This is an optimization exercise on Yosys and OpenROAD, whose aim is small area, not a production implementation. Function was checked by simulation only, so behaviour that the tests miss may differ from the original.

**flow/design.v**
```verilog
`timescale 1ns/ 1ps
module fir_filter_wo_axis #(
  parameter DATA_WIDTH  = 16
  )(
  input                                     clk,
  input                                     reset,
  input      signed [DATA_WIDTH -1 : 0]     fir_data_in,
  input                                     enable_fir,
  output reg signed [DATA_WIDTH * 2- 1 : 0] fir_data_out  
);
  reg  signed [DATA_WIDTH - 1 : 0]   buff0, buff1, buff2, buff3, buff4, buff5, buff6, buff7, buff8, buff9, buff10, buff11, buff12, buff13, buff14;
  reg  signed [2*DATA_WIDTH - 1 : 0] acc0, acc1, acc2, acc3, acc4, acc5, acc6, acc7, acc8, acc9, acc10, acc11, acc12, acc13, acc14;
  wire signed [DATA_WIDTH - 1 : 0]   tap0, tap1, tap2, tap3, tap4, tap5, tap6, tap7, tap8, tap9, tap10, tap11, tap12, tap13, tap14;
  assign tap0  = 16'hfe64;
  assign tap1  = 16'hfc8a; 
  assign tap2  = 16'hfc04; 
  assign tap3  = 16'hff93; 
  assign tap4  = 16'h0883; 
  assign tap5  = 16'h14ef; 
  assign tap6  = 16'h1ff7; 
  assign tap7  = 16'h2463; 
  assign tap8  = 16'h1ff7; 
  assign tap9  = 16'h14ef;
  assign tap10 = 16'h0883; 
  assign tap11 = 16'hff93; 
  assign tap12 = 16'hfc04; 
  assign tap13 = 16'hfc8a; 
  assign tap14 = 16'hfe64;
  always @(posedge clk or posedge reset) begin
    if (reset == 1'b1) begin
      buff0 <= 0; buff1 <= 0; buff2 <= 0; buff3 <= 0; buff4 <= 0;
      buff5 <= 0; buff6 <= 0; buff7 <= 0; buff8 <= 0; buff9 <= 0;
      buff10 <= 0; buff11 <= 0; buff12 <= 0; buff13 <= 0; buff14 <= 0;
      acc0 <= 0; acc1 <= 0; acc2 <= 0; acc3 <= 0; acc4 <= 0;
      acc5 <= 0; acc6 <= 0; acc7 <= 0; acc8 <= 0; acc9 <= 0;
      acc10 <= 0; acc11 <= 0; acc12 <= 0; acc13 <= 0; acc14 <= 0;
    end else if (enable_fir == 1'b1) begin
      buff0         <= fir_data_in;
      acc0          <= tap0 * buff0;
      buff1         <= buff0;
      acc1          <= tap1 * buff1;
      buff2         <= buff1;
      acc2          <= tap2 * buff2;
      buff3         <= buff2;
      acc3          <= tap3 * buff3;
      buff4         <= buff3;
      acc4          <= tap4 * buff4;
      buff5         <= buff4;
      acc5          <= tap5 * buff5;
      buff6         <= buff5;
      acc6          <= tap6 * buff6;
      buff7         <= buff6;
      acc7          <= tap7 * buff7;
      buff8         <= buff7;
      acc8          <= tap8 * buff8;
      buff9         <= buff8;
      acc9          <= tap9 * buff9;
      buff10        <= buff9;
      acc10         <= tap10 * buff10;
      buff11        <= buff10;
      acc11         <= tap11 * buff11;
      buff12        <= buff11;
      acc12         <= tap12 * buff12;
      buff13        <= buff12;
      acc13         <= tap13 * buff13;
      buff14        <= buff13;
      acc14         <= tap14 * buff14;
    end
  end
  always @(posedge clk or posedge reset) begin
    if (reset == 1'b1) begin
      fir_data_out <= 0;
    end else if (enable_fir) begin
       fir_data_out <= acc0 + acc1 + acc2 + acc3 + acc4 + acc5 + acc6 + acc7 + acc8 + acc9 + acc10 + acc11 + acc12 + acc13 + acc14;
    end
  end   
endmodule
```
**flow/run.sh**
```bash
#!/bin/bash
# synth_recipe.tcl (not shown) runs the flow's synth.tcl, then flattens the netlist and writes it again
# the make line also repeats each setting of config.mk as NAME=value (left out here)
make -C /OpenROAD-flow-scripts/flow DESIGN_CONFIG=/design/flow/config.mk WORK_HOME=/design/flow/orfs CLKGATE_MAP_FILE= SYNTH_SCRIPT=/design/flow/synth_recipe.tcl finish
```
**flow/config.mk**
```make
export PLATFORM = sky130hd
export DESIGN_NAME = fir_filter_wo_axis
export DESIGN_NICKNAME = fir_filter_wo_axis
export VERILOG_FILES = /design/flow/design.v
export SDC_FILE = /design/flow/constraint.sdc
export NUM_CORES = 4
export LEC_CHECK = 0
export CAP_MARGIN = 20
export CORE_MARGIN = 2
export CORE_UTILIZATION = 40
export PLACE_DENSITY = 0.6
export SLEW_MARGIN = 20
```
**flow/constraint.sdc**
```tcl
create_clock -name core_clock -period 10.0 [get_ports {clk}]
set_input_delay 2.0000 -clock core_clock [delete_from_list [all_inputs] [get_ports {clk}]]
set_output_delay 2.0000 -clock core_clock [all_outputs]
set_load 0.01 [all_outputs]
```
==> parameters.txt <==
Parameter                              Value

Cells and area
  Layout cell share with drive strength beyond 1    0.0547
  Total Nets Final    10600
  Final core occ    0.436
  Synthesis-to-layout area growth    8.12%

Timing
  Post-layout minimum cycle time    ~6.8 ns
  Skew final    0.0343 ns
  Slew margin rel.    0.304
  Final critical-path share of the clock period    0.683
  Number of pins exceeding their max-slew limit in the final report    0
  Setup total negative slack    0 ns
  Final Hold Fails    0
  Unrepaired setup endpoints after global routing    no
  Transition at the pin with the smallest max-transition slack    1.04 ns
  Timing-limited maximum frequency    0.146 GHz
  Setup violators final    0

Worst setup path
  Critical Path Sink Type    register
  Data arrival time of the critical path    ~7.4 ns
  Launch point of the critical path    buff13[2]
  Kind of start point of the critical path    register
  Critical path peak fanout    5
  Endpoint of the most critical register-to-register path    fir_data_out[28]
  Worst reg2reg path depth    20
  Path type of the worst setup path    reg2reg
  Setup slack of the most critical reg-to-reg path    3.17 ns
  Critical register-to-register path startpoint    buff13[2]
  End of the critical path    fir_data_out[28]
  Required time of the worst setup path    around 11 ns

Yosys
  Dominant register cell in the synthesized netlist    sky130_fd_sc_hd__dfrtp_1
  Number of flip-flops and latches in the synthesized netlist    647
  Combinational family with the most area after synthesis    adder cells
  FFs w/ async S/R, synth    1.00
  Number of distinct library cells after synthesis    94
  Compound-gate portion of the synthesized area    0.0930
  Synth Cell Area    approximately 82000 sq um
  Adder-cell share of the synthesized area    0.475
  Share of the synthesized netlist area taken by xor and xnor gates    0.0428
  Net count after synthesis    10600
  Portion of netlist area occupied by mux cells    0.0332
  Synth Area per Inst    10.0 sq um
  Ys Warns    1
  Number of enable-type register cells in the synthesized netlist    0
  Register area share after synthesis    0.199
  Synthesized-area fraction occupied by and/or/nand/nor cells    0.0570
  Synth Instances    8136

CTS
  Skew-Pair Late Insertion Delay    0.73 ns
  Clk Tree Root Cell    sky130_fd_sc_hd__clkbuf_16
  Clock tree from TritonCTS    yes
  Depth of the CTS H-tree    3
  Clock Sinks    647
  Clock-pin transition on the worst setup and hold timing paths    0.06 ns
  Number of gates resized after cts    0
  Hold buffer count at CTS    0
  Number of clock buffers inserted by TritonCTS    86
  # Post-CTS Setup Buffers    0
  Maximum count of clock buffers along a single path    3

Floorplan
  Placeable core region    202000 sq um
  Number of placement rows    165
  Number of I/O pins    51
  Area enclosed by the die boundary    208000 sq um
  Vertical extent of the die    456 um
  Width of the chip    456 um
  Initial Util    0.403

Routing
  Average routed wire per standard cell    19.3 um
  First-pass DRT Iterations    6
  Total wire length    between 200 and 250 mm
  Total vias in the final route    54600
  Number of antenna-violating nets in the routed design    0
  Vias per cell    5.00
  Starting DRC count in detailed routing    3071
  Drt drc    0

Global route
  Global-route wire length before repair    between 300 and 400 mm
  Number of antenna violations at the first check in global routing    2
  Grt total ovfl    0
  Number of global-route vias before repair    58300
  Pin count of the biggest net entering global routing    between 150 and 200
  Global-route usage over all layers    0.208

Outcome
  Result of the run  timing/DRC/antenna clean

Place
  Routability congestion estimate from global placement    0.918
  Number of port buffers    50
  HPWL after DPL    174 mm

Worst hold path
  Number of cells on the worst hold path    2
  Hold Crit Start    acc1[21]
  Tightest Hold Check Type    reg2reg

Flow run
  Max Cap Viol    0
-- kinds of logic (layout without fill, tap and decap cells) --
kind of cell / Yosys count / count (layout)
muxes: 245 / 245
buffers and inverters: 2173 / 2275
DFF: 647 / 647
other: 0 / 1
and+or+nand+nor: 1032 / 1032
adders and majority gates: 2415 / 2415
xor gates and xnor gates: 399 / 399
AOI/OAI and AO/OA: 1225 / 1225
-- flip-flops by register name, summed over array words and instances (netlist names), 17 cells and up --
register and count:
acc3 23, fir_data_out 32, acc10 28, acc6 30
acc9 30, acc4 28, acc5 29, acc0 21
acc13 24, acc12 17, acc8 30, acc11 24
acc7 31, acc2 17, acc14 24, acc1 24
-- worst max-delay path, stage by stage, from the launching register on --
cell and delay [ns]:
sky130_fd_sc_hd__dfrtp_1 0.44, sky130_fd_sc_hd__inv_1 0.13, sky130_fd_sc_hd__fa_1 0.54, sky130_fd_sc_hd__fa_1 0.55, sky130_fd_sc_hd__inv_1 0.05, sky130_fd_sc_hd__fa_1 0.50
sky130_fd_sc_hd__fa_1 0.58, sky130_fd_sc_hd__fa_1 0.44, sky130_fd_sc_hd__fa_1 0.45, sky130_fd_sc_hd__ha_1 0.23, sky130_fd_sc_hd__fa_1 0.47, sky130_fd_sc_hd__a21o_1 0.19
sky130_fd_sc_hd__a21oi_1 0.23, sky130_fd_sc_hd__a21oi_1 0.21, sky130_fd_sc_hd__o2111ai_1 0.35, sky130_fd_sc_hd__nand3_1 0.25, sky130_fd_sc_hd__a211oi_1 0.39, sky130_fd_sc_hd__o21bai_1 0.17
sky130_fd_sc_hd__a21oi_1 0.20, sky130_fd_sc_hd__xnor2_1 0.08, sky130_fd_sc_hd__mux2_2 0.27
-- cells in the mapped netlist, types with 10 or more instances --
| cell type | number | area share |
|---|---|---|
| sky130_fd_sc_hd__a211oi_1 | 35 | 0.0032 |
| sky130_fd_sc_hd__fa_1 | 1137 | 0.28 |
| sky130_fd_sc_hd__a211o_1 | 21 | 0.0023 |
| sky130_fd_sc_hd__a31o_2 | 17 | 0.0018 |
| sky130_fd_sc_hd__xnor2_1 | 318 | 0.034 |
| sky130_fd_sc_hd__nor3_1 | 63 | 0.0039 |
| sky130_fd_sc_hd__nand2_1 | 488 | 0.022 |
| sky130_fd_sc_hd__o2111ai_1 | 10 | 0.0011 |
| sky130_fd_sc_hd__and2_1 | 21 | 0.0016 |
| sky130_fd_sc_hd__clkbuf_1 | 115 | 0.0053 |
| sky130_fd_sc_hd__and3_1 | 27 | 0.0021 |
| sky130_fd_sc_hd__dfrtp_1 | 647 | 0.20 |
| sky130_fd_sc_hd__or2_2 | 21 | 0.0016 |
| sky130_fd_sc_hd__o21ai_0 | 463 | 0.028 |
| sky130_fd_sc_hd__o31ai_1 | 19 | 0.0017 |
| sky130_fd_sc_hd__ha_1 | 1278 | 0.20 |
| sky130_fd_sc_hd__a31oi_1 | 38 | 0.0029 |
| sky130_fd_sc_hd__nor2_1 | 202 | 0.0093 |
| sky130_fd_sc_hd__nand2b_1 | 28 | 0.0021 |
| sky130_fd_sc_hd__mux2_2 | 201 | 0.028 |
| sky130_fd_sc_hd__nand3_1 | 68 | 0.0042 |
| sky130_fd_sc_hd__o21a_1 | 33 | 0.0030 |
| sky130_fd_sc_hd__mux2i_1 | 44 | 0.0054 |
| sky130_fd_sc_hd__o21bai_1 | 50 | 0.0046 |
| sky130_fd_sc_hd__nand4_1 | 16 | 0.0012 |
| sky130_fd_sc_hd__o211ai_1 | 22 | 0.0020 |
| sky130_fd_sc_hd__a21o_1 | 104 | 0.0096 |
| sky130_fd_sc_hd__xor2_1 | 81 | 0.0087 |
| sky130_fd_sc_hd__a21oi_1 | 271 | 0.017 |
| sky130_fd_sc_hd__o22ai_1 | 13 | 0.0010 |
| sky130_fd_sc_hd__inv_1 | 2035 | 0.094 |
| sky130_fd_sc_hd__buf_1 | 19 | 0.00087 |
| sky130_fd_sc_hd__nor2b_1 | 26 | 0.0020 |
| sky130_fd_sc_hd__or3_1 | 29 | 0.0022 |
| sky130_fd_sc_hd__o21ai_1 | 27 | 0.0017 |
-- worst min path at each step --
stage | to | slack (ns)
6_report | acc1[21] | 0.49
4_1_cts | acc1[21] | 0.48
5_1_grt | acc4[16] | 0.51
3_3_place_gp | acc3[17] | 0.47
2_1_floorplan | acc1[21] | 0.45
3_5_place_dp | acc1[21] | 0.47
-- per-stage QoR --
step                      cells  setup WS [ns]  hold WS (ns)  instance area, sq um
final                     10900           3.17         0.488                 88200
after global routing      10900           2.89         0.507                 88200
after CTS                 10900           3.26         0.485                 88200
after detailed placement  10800           3.28         0.471                 85200
after global placement    10800           3.35         0.468                 85200
after floorplan            8136         -0.841         0.452                 81600
-- layout make-up --
| type | count | area [sq um] |
|---|---|---|
| Clock inverter | 39 | 503 |
| Tap cell | 2672 | 3340 |
| Fill cell | 19200 | 114000 |
| Inverter | 2036 | 7650 |
| Timing Repair Buffer | 82 | 796 |
| Sequential cell | 647 | 16200 |
| Antenna cell | 1 | 2.50 |
| Multi-Input combinational cell | 5316 | 57200 |
| Clock buffer | 118 | 2520 |
-- cell usage in the layout, fill, tap and decap left out, drive strengths merged, types with 13 or more instances in the layout --
cell type	n
mux2	201
inv	2038
o22ai	13
nand2	488
or2	22
nand3	68
a211oi	37
nor2	203
ha	1278
a31oi	39
o21a	33
xnor2	318
clkbuf	118
xor2	81
a211o	21
o21ai	492
clkinv	21
o31ai	20
a31o	19
and2	22
nand4	16
o211ai	22
buf	33
nand2b	29
nor2b	26
or3	30
nor3	64
dfrtp	647
a21oi	273
and3	29
mux2i	44
a21o	107
fa	1137
clkdlybuf4s50	49
o21bai	50
-- layer usage --
| metal | up-vias | track usage | wire [um] |
|---|---|---|---|
| li1 | 25900 | - | - |
| met4 | 0 | 0.0715 | 7630 |
| met1 | 27500 | 0.287 | 95900 |
| met3 | 247 | 0.0211 | 7970 |
| met5 | - | 0 | 0 |
| met2 | 959 | 0.342 | 99000 |

## afterwards: timing with drivers on the ports
How much do the figures lean on ideal ports? The routed layout below was timed once more, with nothing changed but the port constraints. Step 1 sets driving cells, clkbuf_16 on the clock port and buf_2 on the other inputs (assumed; they add their load-dependent delay and slew). Step 2 times the ports against the registers' clock, not the clock port: input delays grow and output delays shrink by t, the midpoint of the rising clock arrivals with the driver on. Slacks: no drivers / after step 1 / after step 2; pairs: no drivers / after step 1.
t (ns): 0.797
slack for setup (ns): 3.172 / 3.172 / 3.172
worst hold slack (ns): 0.488 / 0.488 / 0.488
After both steps setup and hold are still met in this run. For this run, drivers alone change the setup slack by 0.000 ns; drivers and shift together by 0.000 ns.
